From an optimization exercise on the open Yosys and OpenROAD flow, aimed at small area and a short achievable clock period; shortcuts taken in it are not production practice.
No functional check of the RTL was part of any run shown here.
No activity file was given, so power comes from the tool's default toggle rates.

## flow/design.v (module list and top-level ports; edited modules follow where they fit)
// module DSP48A1_simplified: 2024 lines
// module dsp_fa: 4 lines
// module dsp_ha: 4 lines
module DSP48A1_simplified (P, A, B, D, C, clk, rst_n);
  // ...
==> flow/run.sh <==
#!/bin/bash
# synth_recipe.tcl (not shown) runs the flow's synth.tcl, then flattens the netlist and writes it again
# the make line also repeats each setting of config.mk as NAME=value (left out here)
make -C /OpenROAD-flow-scripts/flow DESIGN_CONFIG=/design/flow/config.mk WORK_HOME=/design/flow/orfs CLKGATE_MAP_FILE= SYNTH_SCRIPT=/design/flow/synth_recipe.tcl finish
==> flow/config.mk <==
export PLATFORM = sky130hd
export DESIGN_NAME = DSP48A1_simplified
export DESIGN_NICKNAME = DSP48A1_simplified
export VERILOG_FILES = /design/flow/design.v
export SDC_FILE = /design/flow/constraint.sdc
export NUM_CORES = 4
export LEC_CHECK = 0
export CAP_MARGIN = 20
export CORE_MARGIN = 2
export CORE_UTILIZATION = 40
export SETUP_SLACK_MARGIN = 3.8
export SLEW_MARGIN = 20
export SYNTH_HIERARCHICAL = 1
==> flow/constraint.sdc <==
create_clock -name core_clock -period 6.5 [get_ports {clk}]
set_input_delay 1.3000 -clock core_clock [delete_from_list [all_inputs] [get_ports {clk}]]
set_output_delay 1.3000 -clock core_clock [all_outputs]
set_load 0.01 [all_outputs]
==> impl_metrics.py, run 1 <==
metrics = {
    "power_and_ir_drop": {
        "pg_seq_mw": 2.17,
        "internal-power_mw": 6.36,
        "power_density_nw_per_um2": 485,
        "powerComb_mw": 7.02,
    },
    "sta": {
        "finalCritPeriodShare_pct": 52.9,
        "worst_pin_slew_ns": 0.879,
        "slew_headroom_pct": 41.4,
        "skew_ns": 0.0134,
        "whs_ns": 0.402,
    },
    "final_layout": {
        "reg_top3": "P x48, S x19, A_r x18",
        "fin_cells": 2277,
        "clock_buffers": 36,
        "antenna_cells": 0,
        "regMostFlops": "P",
    },
    "setup_path": {
        "r2r_slack_ns": 3.43,
        "cp.arrival_ns": 3.88,
    },
    "grt": {
        "overflow": 0,
    },
    "yosys": {
        "synth_warnings": 7,
        "yosys-top-cells-count": "dfxtp_1, xnor2_1, fa_1",
        "netlist.area_leader.share_pct": 29.3,
        "muxShareOfSynthArea_pct": 2.16,
        "avgSynthCellArea_sq_um": 10.6,
        "synth-simple-area-share_pct": 9.02,
    },
    "clock_network": {
        "postCtsHoldBufs": 0,
        "cts_tree": "yes",
    },
    "status": {
        "status": "finished clean",
    },
    "floorplan": {
        "rows": 73,
        "die_w_um": 204,
        "n_tap_cell": 525,
    },
}
==> run 2, diff against run 1 <==
--- a/flow/design.v
+++ b/flow/design.v
@@ -739,84 +739,16 @@
   wire ms263;
   wire mc264;
   wire ms265;
   wire mc266;
   wire ms267;
   wire mc268;
   wire ms269;
   wire mc270;
-  wire ms271;
-  wire mc272;
-  wire ms273;
-  wire mc274;
-  wire ms275;
-  wire mc276;
-  wire ms277;
-  wire mc278;
-  wire ms279;
-  wire mc280;
-  wire ms281;
-  wire mc282;
-  wire ms283;
-  wire mc284;
-  wire ms285;
-  wire mc286;
-  wire ms287;
-  wire mc288;
-  wire ms289;
-  wire mc290;
-  wire ms291;
-  wire mc292;
-  wire ms293;
-  wire mc294;
-  wire ms295;
-  wire mc296;
-  wire ms297;
-  wire mc298;
-  wire ms299;
-  wire mc300;
-  wire ms301;
-  wire mc302;
-  wire ms303;
-  wire mc304;
-  wire ms305;
-  wire mc306;
-  wire ms307;
-  wire mc308;
-  wire ms309;
-  wire mc310;
-  wire ms311;
-  wire mc312;
-  wire ms313;
-  wire mc314;
-  wire ms315;
-  wire mc316;
-  wire ms317;
-  wire mc318;
-  wire ms319;
-  wire mc320;
-  wire ms321;
-  wire mc322;
-  wire ms323;
-  wire mc324;
-  wire ms325;
-  wire mc326;
-  wire ms327;
-  wire mc328;
-  wire ms329;
-  wire mc330;
-  wire ms331;
-  wire mc332;
-  wire ms333;
-  wire mc334;
-  wire ms335;
-  wire mc336;
-  wire ms337;
-  wire mc338;
   dsp_ha u_ms1 (.a(Cx[14]), .b(pp_0_14), .s(ms1), .co(mc2));
   dsp_ha u_ms3 (.a(Cx[15]), .b(pp_0_15), .s(ms3), .co(mc4));
   dsp_fa u_ms5 (.a(Cx[16]), .b(pp_0_16), .c(pp_1_14), .s(ms5), .co(mc6));
   dsp_ha u_ms7 (.a(pp_2_12), .b(pp_3_10), .s(ms7), .co(mc8));
   dsp_fa u_ms9 (.a(Cx[17]), .b(pp_0_17), .c(pp_1_15), .s(ms9), .co(mc10));
   dsp_ha u_ms11 (.a(pp_2_13), .b(pp_3_11), .s(ms11), .co(mc12));
   dsp_fa u_ms13 (.a(Cx[18]), .b(pp_0_18), .c(pp_1_16), .s(ms13), .co(mc14));
   dsp_fa u_ms15 (.a(pp_2_14), .b(pp_3_12), .c(pp_4_10), .s(ms15), .co(mc16));
@@ -950,161 +882,159 @@
   assign mc258 = ms153 | mc152;
   dsp_fa u_ms259 (.a(Cx[31]), .b(~BN[6]), .c(pp_7_17), .s(ms259), .co(mc260));
   dsp_fa u_ms261 (.a(pp_8_15), .b(pp_9_13), .c(mc154), .s(ms261), .co(mc262));
   dsp_fa u_ms263 (.a(Cx[32]), .b(pp_7_18), .c(pp_8_16), .s(ms263), .co(mc264));
   assign ms265 = ~pp_9_14;
   assign mc266 = pp_9_14;
   dsp_fa u_ms267 (.a(Cx[33]), .b(~BN[7]), .c(pp_8_17), .s(ms267), .co(mc268));
   dsp_ha u_ms269 (.a(Cx[34]), .b(pp_8_18), .s(ms269), .co(mc270));
-  dsp_ha u_ms271 (.a(Cx[2]), .b(pp_0_2), .s(ms271), .co(mc272));
-  dsp_ha u_ms273 (.a(Cx[3]), .b(pp_0_3), .s(ms273), .co(mc274));
-  dsp_fa u_ms275 (.a(pp_1_2), .b(pp_2_0), .c(BN[2]), .s(ms275), .co(mc276));
-  dsp_fa u_ms277 (.a(pp_1_3), .b(pp_2_1), .c(ms157), .s(ms277), .co(mc278));
-  dsp_fa u_ms279 (.a(BN[3]), .b(ms159), .c(ms161), .s(ms279), .co(mc280));
-  dsp_fa u_ms281 (.a(ms163), .b(ms165), .c(mc160), .s(ms281), .co(mc282));
-  dsp_fa u_ms283 (.a(ms167), .b(ms169), .c(mc164), .s(ms283), .co(mc284));
-  dsp_fa u_ms285 (.a(ms171), .b(ms173), .c(mc168), .s(ms285), .co(mc286));
-  dsp_fa u_ms287 (.a(ms175), .b(ms177), .c(mc172), .s(ms287), .co(mc288));
-  dsp_fa u_ms289 (.a(ms179), .b(ms181), .c(mc176), .s(ms289), .co(mc290));
-  dsp_fa u_ms291 (.a(ms183), .b(ms185), .c(mc180), .s(ms291), .co(mc292));
-  dsp_fa u_ms293 (.a(ms187), .b(ms189), .c(mc184), .s(ms293), .co(mc294));
-  dsp_fa u_ms295 (.a(ms191), .b(ms193), .c(mc188), .s(ms295), .co(mc296));
-  dsp_fa u_ms297 (.a(ms195), .b(ms197), .c(mc192), .s(ms297), .co(mc298));
-  dsp_fa u_ms299 (.a(ms199), .b(ms201), .c(mc196), .s(ms299), .co(mc300));
-  dsp_fa u_ms301 (.a(ms203), .b(ms205), .c(mc200), .s(ms301), .co(mc302));
-  dsp_fa u_ms303 (.a(ms207), .b(ms209), .c(mc204), .s(ms303), .co(mc304));
-  dsp_fa u_ms305 (.a(ms211), .b(ms213), .c(mc208), .s(ms305), .co(mc306));
-  dsp_fa u_ms307 (.a(ms215), .b(ms217), .c(mc212), .s(ms307), .co(mc308));
-  dsp_fa u_ms309 (.a(ms219), .b(ms221), .c(mc216), .s(ms309), .co(mc310));
-  dsp_fa u_ms311 (.a(ms223), .b(ms225), .c(mc220), .s(ms311), .co(mc312));
-  dsp_fa u_ms313 (.a(ms227), .b(ms229), .c(mc224), .s(ms313), .co(mc314));
-  dsp_fa u_ms315 (.a(ms231), .b(ms233), .c(mc228), .s(ms315), .co(mc316));
-  dsp_fa u_ms317 (.a(ms235), .b(ms237), .c(mc232), .s(ms317), .co(mc318));
-  dsp_fa u_ms319 (.a(ms239), .b(ms241), .c(mc236), .s(ms319), .co(mc320));
-  dsp_fa u_ms321 (.a(ms243), .b(ms245), .c(mc240), .s(ms321), .co(mc322));
-  dsp_fa u_ms323 (.a(ms247), .b(ms249), .c(mc244), .s(ms323), .co(mc324));
-  dsp_fa u_ms325 (.a(ms251), .b(ms253), .c(mc248), .s(ms325), .co(mc326));
-  dsp_fa u_ms327 (.a(ms255), .b(ms257), .c(mc252), .s(ms327), .co(mc328));
-  dsp_fa u_ms329 (.a(ms259), .b(ms261), .c(mc256), .s(ms329), .co(mc330));
-  dsp_fa u_ms331 (.a(ms263), .b(ms265), .c(mc260), .s(ms331), .co(mc332));
-  dsp_fa u_ms333 (.a(pp_9_15), .b(ms267), .c(mc264), .s(ms333), .co(mc334));
-  dsp_fa u_ms335 (.a(pp_9_16), .b(ms269), .c(mc268), .s(ms335), .co(mc336));
-  dsp_fa u_ms337 (.a(Cx[35]), .b(~BN[8]), .c(pp_9_17), .s(ms337), .co(mc338));
   wire [47:0] Cx = C - (48'd1 << 36);
   reg R0_0;
   reg R1_0;
   reg R2_0;
   reg R0_1;
   reg R1_1;
   reg R0_2;
   reg R1_2;
   reg R2_2;
+  reg R3_2;
   reg R0_3;
   reg R1_3;
   reg R2_3;
   reg R0_4;
   reg R1_4;
   reg R2_4;
+  reg R3_4;
   reg R0_5;
   reg R1_5;
   reg R2_5;
+  reg R3_5;
   reg R0_6;
   reg R1_6;
   reg R2_6;
+  reg R3_6;
   reg R0_7;
   reg R1_7;
   reg R2_7;
+  reg R3_7;
   reg R0_8;
   reg R1_8;
   reg R2_8;
+  reg R3_8;
   reg R0_9;
   reg R1_9;
   reg R2_9;
+  reg R3_9;
   reg R0_10;
   reg R1_10;
   reg R2_10;
+  reg R3_10;
   reg R0_11;
   reg R1_11;
   reg R2_11;
+  reg R3_11;
   reg R0_12;
   reg R1_12;
   reg R2_12;
+  reg R3_12;
   reg R0_13;
   reg R1_13;
   reg R2_13;
+  reg R3_13;
   reg R0_14;
   reg R1_14;
   reg R2_14;
+  reg R3_14;
   reg R0_15;
   reg R1_15;
   reg R2_15;
+  reg R3_15;
   reg R0_16;
   reg R1_16;
   reg R2_16;
+  reg R3_16;
   reg R0_17;
   reg R1_17;
   reg R2_17;
+  reg R3_17;
   reg R0_18;
   reg R1_18;
   reg R2_18;
+  reg R3_18;
   reg R0_19;
   reg R1_19;
   reg R2_19;
+  reg R3_19;
   reg R0_20;
   reg R1_20;
   reg R2_20;
+  reg R3_20;
   reg R0_21;
   reg R1_21;
   reg R2_21;
+  reg R3_21;
   reg R0_22;
   reg R1_22;
   reg R2_22;
+  reg R3_22;
   reg R0_23;
   reg R1_23;
   reg R2_23;
+  reg R3_23;
   reg R0_24;
   reg R1_24;
   reg R2_24;
+  reg R3_24;
   reg R0_25;
   reg R1_25;
   reg R2_25;
+  reg R3_25;
   reg R0_26;
   reg R1_26;
   reg R2_26;
+  reg R3_26;
   reg R0_27;
   reg R1_27;
   reg R2_27;
+  reg R3_27;
   reg R0_28;
   reg R1_28;
   reg R2_28;
+  reg R3_28;
   reg R0_29;
   reg R1_29;
   reg R2_29;
+  reg R3_29;
   reg R0_30;
   reg R1_30;
   reg R2_30;
+  reg R3_30;
   reg R0_31;
   reg R1_31;
   reg R2_31;
+  reg R3_31;
   reg R0_32;
   reg R1_32;
   reg R2_32;
+  reg R3_32;
   reg R0_33;
   reg R1_33;
   reg R2_33;
+  reg R3_33;
   reg R0_34;
   reg R1_34;
   reg R2_34;
+  reg R3_34;
   reg R0_35;
   reg R1_35;
   reg R2_35;
+  reg R3_35;
   reg R0_36;
   reg R1_36;
-  reg R2_36;
   reg R0_37;
   reg R0_38;
   reg R0_39;
   reg R0_40;
   reg R0_41;
   reg R0_42;
   reg R0_43;
   reg R0_44;
@@ -1112,133 +1042,233 @@
   reg R0_46;
   reg R0_47;
   always @(posedge clk) begin
     R0_0 <= rst_n ? Cx[0] : C[0];
     R1_0 <= rst_n & pp_0_0;
     R2_0 <= rst_n & BN[0];
     R0_1 <= rst_n ? Cx[1] : C[1];
     R1_1 <= rst_n & pp_0_1;
-    R0_2 <= rst_n ? pp_1_0 : C[2];
-    R1_2 <= rst_n & BN[1];
-    R2_2 <= rst_n & ms271;
-    R0_3 <= rst_n ? pp_1_1 : C[3];
-    R1_3 <= rst_n & ms273;
-    R2_3 <= rst_n & mc272;
-    R0_4 <= rst_n ? ms155 : C[4];
-    R1_4 <= rst_n & ms275;
-    R2_4 <= rst_n & mc274;
-    R0_5 <= rst_n ? mc156 : C[5];
-    R1_5 <= rst_n & ms277;
-    R2_5 <= rst_n & mc276;
-    R0_6 <= rst_n ? mc158 : C[6];
-    R1_6 <= rst_n & ms279;
-    R2_6 <= rst_n & mc278;
-    R0_7 <= rst_n ? mc162 : C[7];
-    R1_7 <= rst_n & ms281;
-    R2_7 <= rst_n & mc280;
-    R0_8 <= rst_n ? mc166 : C[8];
-    R1_8 <= rst_n & ms283;
-    R2_8 <= rst_n & mc282;
-    R0_9 <= rst_n ? mc170 : C[9];
-    R1_9 <= rst_n & ms285;
-    R2_9 <= rst_n & mc284;
-    R0_10 <= rst_n ? mc174 : C[10];
-    R1_10 <= rst_n & ms287;
-    R2_10 <= rst_n & mc286;
-    R0_11 <= rst_n ? mc178 : C[11];
-    R1_11 <= rst_n & ms289;
-    R2_11 <= rst_n & mc288;
-    R0_12 <= rst_n ? mc182 : C[12];
-    R1_12 <= rst_n & ms291;
-    R2_12 <= rst_n & mc290;
-    R0_13 <= rst_n ? mc186 : C[13];
-    R1_13 <= rst_n & ms293;
-    R2_13 <= rst_n & mc292;
-    R0_14 <= rst_n ? mc190 : C[14];
-    R1_14 <= rst_n & ms295;
-    R2_14 <= rst_n & mc294;
-    R0_15 <= rst_n ? mc194 : C[15];
-    R1_15 <= rst_n & ms297;
-    R2_15 <= rst_n & mc296;
-    R0_16 <= rst_n ? mc198 : C[16];
-    R1_16 <= rst_n & ms299;
-    R2_16 <= rst_n & mc298;
-    R0_17 <= rst_n ? mc202 : C[17];
-    R1_17 <= rst_n & ms301;
-    R2_17 <= rst_n & mc300;
-    R0_18 <= rst_n ? mc206 : C[18];
-    R1_18 <= rst_n & ms303;
-    R2_18 <= rst_n & mc302;
-    R0_19 <= rst_n ? mc210 : C[19];
-    R1_19 <= rst_n & ms305;
-    R2_19 <= rst_n & mc304;
-    R0_20 <= rst_n ? mc214 : C[20];
-    R1_20 <= rst_n & ms307;
-    R2_20 <= rst_n & mc306;
-    R0_21 <= rst_n ? mc218 : C[21];
-    R1_21 <= rst_n & ms309;
-    R2_21 <= rst_n & mc308;
-    R0_22 <= rst_n ? mc222 : C[22];
-    R1_22 <= rst_n & ms311;
-    R2_22 <= rst_n & mc310;
-    R0_23 <= rst_n ? mc226 : C[23];
-    R1_23 <= rst_n & ms313;
-    R2_23 <= rst_n & mc312;
-    R0_24 <= rst_n ? mc230 : C[24];
-    R1_24 <= rst_n & ms315;
-    R2_24 <= rst_n & mc314;
-    R0_25 <= rst_n ? mc234 : C[25];
-    R1_25 <= rst_n & ms317;
-    R2_25 <= rst_n & mc316;
-    R0_26 <= rst_n ? mc238 : C[26];
-    R1_26 <= rst_n & ms319;
-    R2_26 <= rst_n & mc318;
-    R0_27 <= rst_n ? mc242 : C[27];
-    R1_27 <= rst_n & ms321;
-    R2_27 <= rst_n & mc320;
-    R0_28 <= rst_n ? mc246 : C[28];
-    R1_28 <= rst_n & ms323;
-    R2_28 <= rst_n & mc322;
-    R0_29 <= rst_n ? mc250 : C[29];
-    R1_29 <= rst_n & ms325;
-    R2_29 <= rst_n & mc324;
-    R0_30 <= rst_n ? mc254 : C[30];
-    R1_30 <= rst_n & ms327;
-    R2_30 <= rst_n & mc326;
-    R0_31 <= rst_n ? mc258 : C[31];
-    R1_31 <= rst_n & ms329;
-    R2_31 <= rst_n & mc328;
-    R0_32 <= rst_n ? mc262 : C[32];
-    R1_32 <= rst_n & ms331;
-    R2_32 <= rst_n & mc330;
-    R0_33 <= rst_n ? mc266 : C[33];
-    R1_33 <= rst_n & ms333;
-    R2_33 <= rst_n & mc332;
-    R0_34 <= rst_n ? 1'b1 : C[34];
-    R1_34 <= rst_n & ms335;
-    R2_34 <= rst_n & mc334;
-    R0_35 <= rst_n ? mc270 : C[35];
-    R1_35 <= rst_n & ms337;
-    R2_35 <= rst_n & mc336;
+    R0_2 <= rst_n ? Cx[2] : C[2];
+    R1_2 <= rst_n & pp_0_2;
+    R2_2 <= rst_n & pp_1_0;
+    R3_2 <= rst_n & BN[1];
+    R0_3 <= rst_n ? Cx[3] : C[3];
+    R1_3 <= rst_n & pp_0_3;
+    R2_3 <= rst_n & pp_1_1;
+    R0_4 <= rst_n ? pp_1_2 : C[4];
+    R1_4 <= rst_n & pp_2_0;
+    R2_4 <= rst_n & BN[2];
+    R3_4 <= rst_n & ms155;
+    R0_5 <= rst_n ? pp_1_3 : C[5];
+    R1_5 <= rst_n & pp_2_1;
+    R2_5 <= rst_n & ms157;
+    R3_5 <= rst_n & mc156;
+    R0_6 <= rst_n ? BN[3] : C[6];
+    R1_6 <= rst_n & ms159;
+    R2_6 <= rst_n & ms161;
+    R3_6 <= rst_n & mc158;
+    R0_7 <= rst_n ? ms163 : C[7];
+    R1_7 <= rst_n & ms165;
+    R2_7 <= rst_n & mc160;
+    R3_7 <= rst_n & mc162;
+    R0_8 <= rst_n ? ms167 : C[8];
+    R1_8 <= rst_n & ms169;
+    R2_8 <= rst_n & mc164;
+    R3_8 <= rst_n & mc166;
+    R0_9 <= rst_n ? ms171 : C[9];
+    R1_9 <= rst_n & ms173;
+    R2_9 <= rst_n & mc168;
+    R3_9 <= rst_n & mc170;
+    R0_10 <= rst_n ? ms175 : C[10];
+    R1_10 <= rst_n & ms177;
+    R2_10 <= rst_n & mc172;
+    R3_10 <= rst_n & mc174;
+    R0_11 <= rst_n ? ms179 : C[11];
+    R1_11 <= rst_n & ms181;
+    R2_11 <= rst_n & mc176;
+    R3_11 <= rst_n & mc178;
+    R0_12 <= rst_n ? ms183 : C[12];
+    R1_12 <= rst_n & ms185;
+    R2_12 <= rst_n & mc180;
+    R3_12 <= rst_n & mc182;
+    R0_13 <= rst_n ? ms187 : C[13];
+    R1_13 <= rst_n & ms189;
+    R2_13 <= rst_n & mc184;
+    R3_13 <= rst_n & mc186;
+    R0_14 <= rst_n ? ms191 : C[14];
+    R1_14 <= rst_n & ms193;
+    R2_14 <= rst_n & mc188;
+    R3_14 <= rst_n & mc190;
+    R0_15 <= rst_n ? ms195 : C[15];
+    R1_15 <= rst_n & ms197;
+    R2_15 <= rst_n & mc192;
+    R3_15 <= rst_n & mc194;
+    R0_16 <= rst_n ? ms199 : C[16];
+    R1_16 <= rst_n & ms201;
+    R2_16 <= rst_n & mc196;
+    R3_16 <= rst_n & mc198;
+    R0_17 <= rst_n ? ms203 : C[17];
+    R1_17 <= rst_n & ms205;
+    R2_17 <= rst_n & mc200;
+    R3_17 <= rst_n & mc202;
+    R0_18 <= rst_n ? ms207 : C[18];
+    R1_18 <= rst_n & ms209;
+    R2_18 <= rst_n & mc204;
+    R3_18 <= rst_n & mc206;
+    R0_19 <= rst_n ? ms211 : C[19];
+    R1_19 <= rst_n & ms213;
+    R2_19 <= rst_n & mc208;
+    R3_19 <= rst_n & mc210;
+    R0_20 <= rst_n ? ms215 : C[20];
+    R1_20 <= rst_n & ms217;
+    R2_20 <= rst_n & mc212;
+    R3_20 <= rst_n & mc214;
+    R0_21 <= rst_n ? ms219 : C[21];
+    R1_21 <= rst_n & ms221;
+    R2_21 <= rst_n & mc216;
+    R3_21 <= rst_n & mc218;
+    R0_22 <= rst_n ? ms223 : C[22];
+    R1_22 <= rst_n & ms225;
+    R2_22 <= rst_n & mc220;
+    R3_22 <= rst_n & mc222;
+    R0_23 <= rst_n ? ms227 : C[23];
+    R1_23 <= rst_n & ms229;
+    R2_23 <= rst_n & mc224;
+    R3_23 <= rst_n & mc226;
+    R0_24 <= rst_n ? ms231 : C[24];
+    R1_24 <= rst_n & ms233;
+    R2_24 <= rst_n & mc228;
+    R3_24 <= rst_n & mc230;
+    R0_25 <= rst_n ? ms235 : C[25];
+    R1_25 <= rst_n & ms237;
+    R2_25 <= rst_n & mc232;
+    R3_25 <= rst_n & mc234;
+    R0_26 <= rst_n ? ms239 : C[26];
+    R1_26 <= rst_n & ms241;
+    R2_26 <= rst_n & mc236;
+    R3_26 <= rst_n & mc238;
+    R0_27 <= rst_n ? ms243 : C[27];
+    R1_27 <= rst_n & ms245;
+    R2_27 <= rst_n & mc240;
+    R3_27 <= rst_n & mc242;
+    R0_28 <= rst_n ? ms247 : C[28];
+    R1_28 <= rst_n & ms249;
+    R2_28 <= rst_n & mc244;
+    R3_28 <= rst_n & mc246;
+    R0_29 <= rst_n ? ms251 : C[29];
+    R1_29 <= rst_n & ms253;
+    R2_29 <= rst_n & mc248;
+    R3_29 <= rst_n & mc250;
+    R0_30 <= rst_n ? ms255 : C[30];
+    R1_30 <= rst_n & ms257;
+    R2_30 <= rst_n & mc252;
+    R3_30 <= rst_n & mc254;
+    R0_31 <= rst_n ? ms259 : C[31];
+    R1_31 <= rst_n & ms261;
+    R2_31 <= rst_n & mc256;
+    R3_31 <= rst_n & mc258;
+    R0_32 <= rst_n ? ms263 : C[32];
+    R1_32 <= rst_n & ms265;
+    R2_32 <= rst_n & mc260;
+    R3_32 <= rst_n & mc262;
+    R0_33 <= rst_n ? pp_9_15 : C[33];
+    R1_33 <= rst_n & ms267;
+    R2_33 <= rst_n & mc264;
+    R3_33 <= rst_n & mc266;
+    R0_34 <= rst_n ? pp_9_16 : C[34];
+    R1_34 <= rst_n & 1'b1;
+    R2_34 <= rst_n & ms269;
+    R3_34 <= rst_n & mc268;
+    R0_35 <= rst_n ? Cx[35] : C[35];
+    R1_35 <= rst_n & ~BN[8];
+    R2_35 <= rst_n & pp_9_17;
+    R3_35 <= rst_n & mc270;
     R0_36 <= rst_n ? Cx[36] : C[36];
     R1_36 <= rst_n & pp_9_18;
-    R2_36 <= rst_n & mc338;
     R0_37 <= rst_n ? Cx[37] : C[37];
     R0_38 <= rst_n ? Cx[38] : C[38];
     R0_39 <= rst_n ? Cx[39] : C[39];
     R0_40 <= rst_n ? Cx[40] : C[40];
     R0_41 <= rst_n ? Cx[41] : C[41];
     R0_42 <= rst_n ? Cx[42] : C[42];
     R0_43 <= rst_n ? Cx[43] : C[43];
     R0_44 <= rst_n ? Cx[44] : C[44];
     R0_45 <= rst_n ? Cx[45] : C[45];
     R0_46 <= rst_n ? Cx[46] : C[46];
     R0_47 <= rst_n ? Cx[47] : C[47];
   end
+  wire fs271;
+  wire fc272;
+  wire fs273;
+  wire fc274;
+  wire fs275;
+  wire fc276;
+  wire fs277;
+  wire fc278;
+  wire fs279;
+  wire fc280;
+  wire fs281;
+  wire fc282;
+  wire fs283;
+  wire fc284;
+  wire fs285;
+  wire fc286;
+  wire fs287;
+  wire fc288;
+  wire fs289;
+  wire fc290;
+  wire fs291;
+  wire fc292;
+  wire fs293;
+  wire fc294;
+  wire fs295;
+  wire fc296;
+  wire fs297;
+  wire fc298;
+  wire fs299;
+  wire fc300;
+  wire fs301;
+  wire fc302;
+  wire fs303;
+  wire fc304;
+  wire fs305;
+  wire fc306;
+  wire fs307;
+  wire fc308;
+  wire fs309;
+  wire fc310;
+  wire fs311;
+  wire fc312;
+  wire fs313;
+  wire fc314;
+  wire fs315;
+  wire fc316;
+  wire fs317;
+  wire fc318;
+  wire fs319;
+  wire fc320;
+  wire fs321;
+  wire fc322;
+  wire fs323;
+  wire fc324;
+  wire fs325;
+  wire fc326;
+  wire fs327;
+  wire fc328;
+  wire fs329;
+  wire fc330;
+  wire fs331;
+  wire fc332;
+  wire fs333;
+  wire fc334;
+  wire fs335;
+  wire fc336;
+  wire fs337;
+  wire fc338;
   wire fs339;
   wire fc340;
   wire fs341;
   wire fc342;
   wire fs343;
   wire fc344;
   wire fs345;
   wire fc346;
@@ -1303,53 +1333,87 @@
   wire fs405;
   wire fc406;
   wire fs407;
   wire fc408;
   wire fs409;
   wire fc410;
   wire fs411;
   wire fc412;
+  dsp_ha u_fs271 (.a(R0_2), .b(R1_2), .s(fs271), .co(fc272));
+  dsp_ha u_fs273 (.a(R0_3), .b(R1_3), .s(fs273), .co(fc274));
+  dsp_fa u_fs275 (.a(R0_4), .b(R1_4), .c(R2_4), .s(fs275), .co(fc276));
+  dsp_fa u_fs277 (.a(R0_5), .b(R1_5), .c(R2_5), .s(fs277), .co(fc278));
+  dsp_fa u_fs279 (.a(R0_6), .b(R1_6), .c(R2_6), .s(fs279), .co(fc280));
+  dsp_fa u_fs281 (.a(R0_7), .b(R1_7), .c(R2_7), .s(fs281), .co(fc282));
+  dsp_fa u_fs283 (.a(R0_8), .b(R1_8), .c(R2_8), .s(fs283), .co(fc284));
+  dsp_fa u_fs285 (.a(R0_9), .b(R1_9), .c(R2_9), .s(fs285), .co(fc286));
+  dsp_fa u_fs287 (.a(R0_10), .b(R1_10), .c(R2_10), .s(fs287), .co(fc288));
+  dsp_fa u_fs289 (.a(R0_11), .b(R1_11), .c(R2_11), .s(fs289), .co(fc290));
+  dsp_fa u_fs291 (.a(R0_12), .b(R1_12), .c(R2_12), .s(fs291), .co(fc292));
+  dsp_fa u_fs293 (.a(R0_13), .b(R1_13), .c(R2_13), .s(fs293), .co(fc294));
+  dsp_fa u_fs295 (.a(R0_14), .b(R1_14), .c(R2_14), .s(fs295), .co(fc296));
+  dsp_fa u_fs297 (.a(R0_15), .b(R1_15), .c(R2_15), .s(fs297), .co(fc298));
+  dsp_fa u_fs299 (.a(R0_16), .b(R1_16), .c(R2_16), .s(fs299), .co(fc300));
+  dsp_fa u_fs301 (.a(R0_17), .b(R1_17), .c(R2_17), .s(fs301), .co(fc302));
+  dsp_fa u_fs303 (.a(R0_18), .b(R1_18), .c(R2_18), .s(fs303), .co(fc304));
+  dsp_fa u_fs305 (.a(R0_19), .b(R1_19), .c(R2_19), .s(fs305), .co(fc306));
+  dsp_fa u_fs307 (.a(R0_20), .b(R1_20), .c(R2_20), .s(fs307), .co(fc308));
+  dsp_fa u_fs309 (.a(R0_21), .b(R1_21), .c(R2_21), .s(fs309), .co(fc310));
+  dsp_fa u_fs311 (.a(R0_22), .b(R1_22), .c(R2_22), .s(fs311), .co(fc312));
+  dsp_fa u_fs313 (.a(R0_23), .b(R1_23), .c(R2_23), .s(fs313), .co(fc314));
+  dsp_fa u_fs315 (.a(R0_24), .b(R1_24), .c(R2_24), .s(fs315), .co(fc316));
+  dsp_fa u_fs317 (.a(R0_25), .b(R1_25), .c(R2_25), .s(fs317), .co(fc318));
+  dsp_fa u_fs319 (.a(R0_26), .b(R1_26), .c(R2_26), .s(fs319), .co(fc320));
+  dsp_fa u_fs321 (.a(R0_27), .b(R1_27), .c(R2_27), .s(fs321), .co(fc322));
+  dsp_fa u_fs323 (.a(R0_28), .b(R1_28), .c(R2_28), .s(fs323), .co(fc324));
+  dsp_fa u_fs325 (.a(R0_29), .b(R1_29), .c(R2_29), .s(fs325), .co(fc326));
+  dsp_fa u_fs327 (.a(R0_30), .b(R1_30), .c(R2_30), .s(fs327), .co(fc328));
+  dsp_fa u_fs329 (.a(R0_31), .b(R1_31), .c(R2_31), .s(fs329), .co(fc330));
+  dsp_fa u_fs331 (.a(R0_32), .b(R1_32), .c(R2_32), .s(fs331), .co(fc332));
+  dsp_fa u_fs333 (.a(R0_33), .b(R1_33), .c(R2_33), .s(fs333), .co(fc334));
+  dsp_fa u_fs335 (.a(R0_34), .b(R1_34), .c(R2_34), .s(fs335), .co(fc336));
+  dsp_fa u_fs337 (.a(R0_35), .b(R1_35), .c(R2_35), .s(fs337), .co(fc338));
   dsp_ha u_fs339 (.a(R0_0), .b(R1_0), .s(fs339), .co(fc340));
   dsp_ha u_fs341 (.a(R0_1), .b(R1_1), .s(fs341), .co(fc342));
-  dsp_fa u_fs343 (.a(R0_2), .b(R1_2), .c(R2_2), .s(fs343), .co(fc344));
-  dsp_fa u_fs345 (.a(R0_3), .b(R1_3), .c(R2_3), .s(fs345), .co(fc346));
-  dsp_fa u_fs347 (.a(R0_4), .b(R1_4), .c(R2_4), .s(fs347), .co(fc348));
-  dsp_fa u_fs349 (.a(R0_5), .b(R1_5), .c(R2_5), .s(fs349), .co(fc350));
-  dsp_fa u_fs351 (.a(R0_6), .b(R1_6), .c(R2_6), .s(fs351), .co(fc352));
-  dsp_fa u_fs353 (.a(R0_7), .b(R1_7), .c(R2_7), .s(fs353), .co(fc354));
-  dsp_fa u_fs355 (.a(R0_8), .b(R1_8), .c(R2_8), .s(fs355), .co(fc356));
-  dsp_fa u_fs357 (.a(R0_9), .b(R1_9), .c(R2_9), .s(fs357), .co(fc358));
-  dsp_fa u_fs359 (.a(R0_10), .b(R1_10), .c(R2_10), .s(fs359), .co(fc360));
-  dsp_fa u_fs361 (.a(R0_11), .b(R1_11), .c(R2_11), .s(fs361), .co(fc362));
-  dsp_fa u_fs363 (.a(R0_12), .b(R1_12), .c(R2_12), .s(fs363), .co(fc364));
-  dsp_fa u_fs365 (.a(R0_13), .b(R1_13), .c(R2_13), .s(fs365), .co(fc366));
-  dsp_fa u_fs367 (.a(R0_14), .b(R1_14), .c(R2_14), .s(fs367), .co(fc368));
-  dsp_fa u_fs369 (.a(R0_15), .b(R1_15), .c(R2_15), .s(fs369), .co(fc370));
-  dsp_fa u_fs371 (.a(R0_16), .b(R1_16), .c(R2_16), .s(fs371), .co(fc372));
-  dsp_fa u_fs373 (.a(R0_17), .b(R1_17), .c(R2_17), .s(fs373), .co(fc374));
-  dsp_fa u_fs375 (.a(R0_18), .b(R1_18), .c(R2_18), .s(fs375), .co(fc376));
-  dsp_fa u_fs377 (.a(R0_19), .b(R1_19), .c(R2_19), .s(fs377), .co(fc378));
-  dsp_fa u_fs379 (.a(R0_20), .b(R1_20), .c(R2_20), .s(fs379), .co(fc380));
-  dsp_fa u_fs381 (.a(R0_21), .b(R1_21), .c(R2_21), .s(fs381), .co(fc382));
-  dsp_fa u_fs383 (.a(R0_22), .b(R1_22), .c(R2_22), .s(fs383), .co(fc384));
-  dsp_fa u_fs385 (.a(R0_23), .b(R1_23), .c(R2_23), .s(fs385), .co(fc386));
-  dsp_fa u_fs387 (.a(R0_24), .b(R1_24), .c(R2_24), .s(fs387), .co(fc388));
-  dsp_fa u_fs389 (.a(R0_25), .b(R1_25), .c(R2_25), .s(fs389), .co(fc390));
-  dsp_fa u_fs391 (.a(R0_26), .b(R1_26), .c(R2_26), .s(fs391), .co(fc392));
-  dsp_fa u_fs393 (.a(R0_27), .b(R1_27), .c(R2_27), .s(fs393), .co(fc394));
-  dsp_fa u_fs395 (.a(R0_28), .b(R1_28), .c(R2_28), .s(fs395), .co(fc396));
-  dsp_fa u_fs397 (.a(R0_29), .b(R1_29), .c(R2_29), .s(fs397), .co(fc398));
-  dsp_fa u_fs399 (.a(R0_30), .b(R1_30), .c(R2_30), .s(fs399), .co(fc400));
-  dsp_fa u_fs401 (.a(R0_31), .b(R1_31), .c(R2_31), .s(fs401), .co(fc402));
-  dsp_fa u_fs403 (.a(R0_32), .b(R1_32), .c(R2_32), .s(fs403), .co(fc404));
-  dsp_fa u_fs405 (.a(R0_33), .b(R1_33), .c(R2_33), .s(fs405), .co(fc406));
-  dsp_fa u_fs407 (.a(R0_34), .b(R1_34), .c(R2_34), .s(fs407), .co(fc408));
-  dsp_fa u_fs409 (.a(R0_35), .b(R1_35), .c(R2_35), .s(fs409), .co(fc410));
-  dsp_fa u_fs411 (.a(R0_36), .b(R1_36), .c(R2_36), .s(fs411), .co(fc412));
+  dsp_fa u_fs343 (.a(R2_2), .b(R3_2), .c(fs271), .s(fs343), .co(fc344));
+  dsp_fa u_fs345 (.a(R2_3), .b(fs273), .c(fc272), .s(fs345), .co(fc346));
+  dsp_fa u_fs347 (.a(R3_4), .b(fs275), .c(fc274), .s(fs347), .co(fc348));
+  dsp_fa u_fs349 (.a(R3_5), .b(fs277), .c(fc276), .s(fs349), .co(fc350));
+  dsp_fa u_fs351 (.a(R3_6), .b(fs279), .c(fc278), .s(fs351), .co(fc352));
+  dsp_fa u_fs353 (.a(R3_7), .b(fs281), .c(fc280), .s(fs353), .co(fc354));
+  dsp_fa u_fs355 (.a(R3_8), .b(fs283), .c(fc282), .s(fs355), .co(fc356));
+  dsp_fa u_fs357 (.a(R3_9), .b(fs285), .c(fc284), .s(fs357), .co(fc358));
+  dsp_fa u_fs359 (.a(R3_10), .b(fs287), .c(fc286), .s(fs359), .co(fc360));
+  dsp_fa u_fs361 (.a(R3_11), .b(fs289), .c(fc288), .s(fs361), .co(fc362));
+  dsp_fa u_fs363 (.a(R3_12), .b(fs291), .c(fc290), .s(fs363), .co(fc364));
+  dsp_fa u_fs365 (.a(R3_13), .b(fs293), .c(fc292), .s(fs365), .co(fc366));
+  dsp_fa u_fs367 (.a(R3_14), .b(fs295), .c(fc294), .s(fs367), .co(fc368));
+  dsp_fa u_fs369 (.a(R3_15), .b(fs297), .c(fc296), .s(fs369), .co(fc370));
+  dsp_fa u_fs371 (.a(R3_16), .b(fs299), .c(fc298), .s(fs371), .co(fc372));
+  dsp_fa u_fs373 (.a(R3_17), .b(fs301), .c(fc300), .s(fs373), .co(fc374));
+  dsp_fa u_fs375 (.a(R3_18), .b(fs303), .c(fc302), .s(fs375), .co(fc376));
+  dsp_fa u_fs377 (.a(R3_19), .b(fs305), .c(fc304), .s(fs377), .co(fc378));
+  dsp_fa u_fs379 (.a(R3_20), .b(fs307), .c(fc306), .s(fs379), .co(fc380));
+  dsp_fa u_fs381 (.a(R3_21), .b(fs309), .c(fc308), .s(fs381), .co(fc382));
+  dsp_fa u_fs383 (.a(R3_22), .b(fs311), .c(fc310), .s(fs383), .co(fc384));
+  dsp_fa u_fs385 (.a(R3_23), .b(fs313), .c(fc312), .s(fs385), .co(fc386));
+  dsp_fa u_fs387 (.a(R3_24), .b(fs315), .c(fc314), .s(fs387), .co(fc388));
+  dsp_fa u_fs389 (.a(R3_25), .b(fs317), .c(fc316), .s(fs389), .co(fc390));
+  dsp_fa u_fs391 (.a(R3_26), .b(fs319), .c(fc318), .s(fs391), .co(fc392));
+  dsp_fa u_fs393 (.a(R3_27), .b(fs321), .c(fc320), .s(fs393), .co(fc394));
+  dsp_fa u_fs395 (.a(R3_28), .b(fs323), .c(fc322), .s(fs395), .co(fc396));
+  dsp_fa u_fs397 (.a(R3_29), .b(fs325), .c(fc324), .s(fs397), .co(fc398));
+  dsp_fa u_fs399 (.a(R3_30), .b(fs327), .c(fc326), .s(fs399), .co(fc400));
+  dsp_fa u_fs401 (.a(R3_31), .b(fs329), .c(fc328), .s(fs401), .co(fc402));
+  dsp_fa u_fs403 (.a(R3_32), .b(fs331), .c(fc330), .s(fs403), .co(fc404));
+  dsp_fa u_fs405 (.a(R3_33), .b(fs333), .c(fc332), .s(fs405), .co(fc406));
+  dsp_fa u_fs407 (.a(R3_34), .b(fs335), .c(fc334), .s(fs407), .co(fc408));
+  dsp_fa u_fs409 (.a(R3_35), .b(fs337), .c(fc336), .s(fs409), .co(fc410));
+  dsp_fa u_fs411 (.a(R0_36), .b(R1_36), .c(fc338), .s(fs411), .co(fc412));
   wire [47:0] xa = {R0_47, R0_46, R0_45, R0_44, R0_43, R0_42, R0_41, R0_40, R0_39, R0_38, R0_37, fs411, fs409, fs407, fs405, fs403, fs401, fs399, fs397, fs395, fs393, fs391, fs389, fs387, fs385, fs383, fs381, fs379, fs377, fs375, fs373, fs371, fs369, fs367, fs365, fs363, fs361, fs359, fs357, fs355, fs353, fs351, fs349, fs347, fs345, fs343, fs341, R2_0};
   wire [47:0] xb = {1'b0, 1'b0, 1'b0, 1'b0, 1'b0, 1'b0, 1'b0, 1'b0, 1'b0, 1'b0, fc412, fc410, fc408, fc406, fc404, fc402, fc400, fc398, fc396, fc394, fc392, fc390, fc388, fc386, fc384, fc382, fc380, fc378, fc376, fc374, fc372, fc370, fc368, fc366, fc364, fc362, fc360, fc358, fc356, fc354, fc352, fc350, fc348, fc346, fc344, fc342, fc340, fs339};
   wire kg0_0 = xa[0] & xb[0];
   wire kp0_0 = xa[0] ^ xb[0];
   wire kg0_1 = xa[1] & xb[1];
   wire kp0_1 = xa[1] ^ xb[1];
   wire kg0_2 = xa[2] & xb[2];
   wire kp0_2 = xa[2] ^ xb[2];
==> run 2 against run 1 <==
Still clean; clock-buffer cell count is 9 higher; critical path depth is 2 lower; maximum frequency is 9.1% lower; synthesized area rose by 4.5%; via count rose by 1.6%; cell count rose by 1.4%; die area up 4.4%; cell area down 0.65%.
==> impl_metrics.py, run 2 <==
metrics = {
    "yosys": {
        "synth_async_sr_flop_share_pct": 0,
        "synth-edff-count": 0,
        "netlist.area_leader.share_pct": 31.9,
        "synth_nets": 1944,
        "yosys-top-cells-count": "dfxtp_1, xnor2_1, fa_1",
        "synth.area.top_cells": "dfxtp_1, fa_1, xnor2_1, ha_1, a22oi_1",
        "syn_inst": 1561,
        "yosys.cell_count.top_type": "dfxtp_1",
        "synth_warnings": 7,
        "synth_seq_cells": 267,
        "synthFlopType": "dfxtp_1",
        "avgSynthCellArea_sq_um": 10.7,
        "yosysUniqueCellTypes": 56,
        "ys_seq_area_share_pct": 31.9,
        "synth_top_area_cell": "dfxtp_1",
        "netlist_area_sq_um": 16800,
    },
    "sta": {
        "worst_pin_slew_ns": 0.802,
        "hold_violations": 0,
        "grt_setup_unrepaired": "true",
        "min_period_ns": 3.78,
        "drv_slew": 0,
        "fin_tns_setup_ns": 0,
        "setup_violations": 0,
        "finalCritPeriodShare_pct": 58.2,
        "slew_headroom_pct": 46.5,
        "max_freq_mhz": 264,
        "skew_ns": 0.00886,
    },
    "clock_network": {
        "cts.path.max_buffers": 3,
        "cts-root-buf": "clkbuf_16",
        "cts_tree": "yes",
        "htreeDepth": 1,
        "cts_buffers": 30,
        "clkSinkCount": 267,
        "postCtsHoldBufs": 0,
        "clk_pin_slew_ns": 0.06,
        "clk_latency_ns": 0.56,
    },
    "route": {
        "top_layer": "met5",
        "via_per_inst": 5.26,
        "wl_per_cell_um": 20.1,
        "wirelength_mm": 46.3,
        "routedLengthMet1_mm": 20.1,
        "antenna_left": 0,
        "drt_iter0_drc": 999,
        "drcViolationCount": 0,
        "dr_total_vias": 12100,
        "wl_met3_mm": 4.32,
        "met2_length_mm": 20.6,
        "drt-pass1-iter-count": 5,
    },
    "setup_path": {
        "startpoint_type": "flop",
        "required_ns": 6.96,
        "crit_chain": "fa_1 > fa_1 > ha_1 > nand4_1 > or3_1 > o22a_2 > a2111oi_4 > buf_4 > o211ai_1 > xnor2_1 > and2_1",
        "cpMostUsedCell": "fa_1",
        "cp.arrival_ns": 4.24,
        "path_max_fanout": 4,
        "critical-path-max-stage-delay_ns": 0.56,
        "cpMaxStageDelayCell": "fa_1",
        "path_class": "reg -> reg",
        "crit_path_end_kind": "flop",
    },
    "grt": {
        "grt_max_degree": 85,
        "grt_pass1_vias": 12700,
        "grt_usage_pct": 21.0,
        "grt_pass1_wl_mm": 71.7,
        "antenna_found_initial": 1,
        "overflow": 0,
    },
    "floorplan": {
        "dieHeight_um": 209,
        "die_area_sq_um": 43600,
        "die_w_um": 209,
        "ios": 152,
        "coreArea_sq_um": 41700,
        "start_util_pct": 40.2,
        "rows": 75,
    },
    "status": {
        "status": "finished clean",
    },
    "final_layout": {
        "largest_reg_flops": 48,
        "drive_above_1_share_pct": 22.7,
        "final_cell_mix": "dfxtp_1, xnor2_1, fa_1",
        "design_area_sq_um": 21700,
        "reg_top3": "P x48, S x19, A_r x18",
        "synthToLayoutAreaGrowth_pct": 29.3,
        "layout_commonest_cell": "dfxtp_1",
        "nNetsFinal": 2131,
        "regMostFlops": "P",
        "fillerInstances": 3768,
    },
    "hold_path": {
        "hp-class": "reg -> reg",
    },
    "power_and_ir_drop": {
        "power_mw": 12.0,
        "peakVddDrop_v": 0.000268,
        "leakage_nw": 8.85,
        "power_density_nw_per_um2": 554,
    },
    "place": {
        "gp_congestion": 0.816,
        "dpl.hpwl_mm": 30.5,
        "io_buffers": 151,
        "place_area_sq_um": 19000,
    },
    "run": {
        "drv_cap": 0,
    },
}
[run 2: cell types whose count changed after synthesis, sizes merged, moves of 4 or more]
cell | before | now
a21oi | 40 | 33
dfxtp | 235 | 267
a21o | 12 | 17
inv | 58 | 52
buf | 19 | 23
nand2 | 58 | 47
and2 | 88 | 109
nor2 | 93 | 106
a211oi | 7 | 2
[run 2: worst max-delay path: cells and delay by family, from the launching register on]
kind	cells	cell delay, ns
buffers and inverters	1	0.20
flip-flops	1	0.31
adder cells (fa/ha/maj)	3	1.39
AO/OA/AOI/OAI	3	0.87
AND/OR/NAND/NOR	3	0.75
XOR/XNOR	1	0.15
[run 2: what timing repair did]
action / 4_1_cts / 5_1_grt
pin swaps: 73 / 63
setup buffers: 68 / 30
cloned: 2 / 0
endpoints found under the setup margin: 151 / 68
resized for setup: 240 / 74
[run 2: cell families after synthesis]
kind of cell,Yosys count,share of synthesized area [%]
AOI/OAI and AO/OA,278,12.1
xor gates and xnor gates,223,11.6
adders and majority gates,279,29.1
buffers and inverters,170,3.81
DFF,267,31.9
muxes,31,2.07
and+or+nand+nor,313,9.45
[run 2: layer usage]
metal	vias up	global-route usage, %
li1	5605	-
met1	5910	28.9
met2	538	32.7
met3	86	4.82
met4	2	7.22
met5	-	0
[run 2: worst paths after layout]
kind / start / endpoint / slack, ns / cells past startpoint
worst min-delay path: S[0]$_DFF_P_ / B2[0]$_DFF_P_ / 0.40 / 1
worst min register to register: S[0]$_DFF_P_ / B2[0]$_DFF_P_ / 0.40 / 1
worst max-delay path: R0_31$_DFF_P_ / P[45]$_SDFF_PN0_ / 2.72 / 11
worst max register to register: R0_31$_DFF_P_ / P[45]$_SDFF_PN0_ / 2.72 / 11
[run 2: area by class of cell]
cell class	count	area, sq um	area share [%]
multi-input combinational	1124	11700	54.1
sequential	267	5440	25.1
timing repair buffer	272	2570	11.9
clock buffer	45	908	4.19
tap	539	674	3.11
inverter	53	208	0.958
clock inverter	9	150	0.693
antenna	1	2.50	0.0115
[run 2: Yosys stat by module (local to each module, per instance)]
module / cell area, sq um / flops+latches
DSP48A1_simplified: 13000 / 267
dsp_fa: 20.0 / 0
dsp_ha: 12.5 / 0
[run 2: power by group]
group | total [mW] | switching, mW | internal, mW
Combinational | 7.80 | 3.85 | 3.95
Sequential | 2.43 | 0.302 | 2.13
Clock | 1.77 | 0.658 | 1.11
[run 2: through the flow]
step           setup WS [ns]  cells  hold WS [ns]  utilization, %
3_3_place_gp            2.16   2155         0.399            45.7
3_5_place_dp            2.16   2155         0.414            45.7
2_1_floorplan           2.81   1561         0.384               -
5_1_grt                 2.57   2309         0.431            52.0
4_1_cts                 2.72   2279         0.408            50.6
6_report                2.72   2310         0.401            52.0

==> separate check: timing with driven ports <==
In the flow no input, the clock included, has a driving cell. The finished layouts below were timed again as built, in two steps. Step 1: set_driving_cell puts a clkbuf_16 on clk and a buf_2 on each other input, an assumption about the parent block. Step 2 also shifts input and output timing later by t, the mid clock arrival at the registers, as if the neighbouring blocks saw the same clock. a / b / c = ideal ports / drivers / drivers and shift; a / b = the first two.
run | t (ns) | slack for setup (ns) | hold slack, ns | slew at the worst register clock pin (ns) | worst data-port slew with drivers (ns)
run 1 | 0.595 | 3.061 / 3.085 / 2.490 | 0.402 / 0.402 / 0.402 | 0.06 / 0.06 | 0.08
run 2 | 0.614 | 2.715 / 2.715 / 2.559 | 0.401 / 0.401 / 0.401 | 0.06 / 0.06 | 0.06
After both steps setup and hold are still met in every run listed. The setup slack of run 1, which loses most, moves by +0.024 ns with the drivers and by -0.571 ns with both steps.
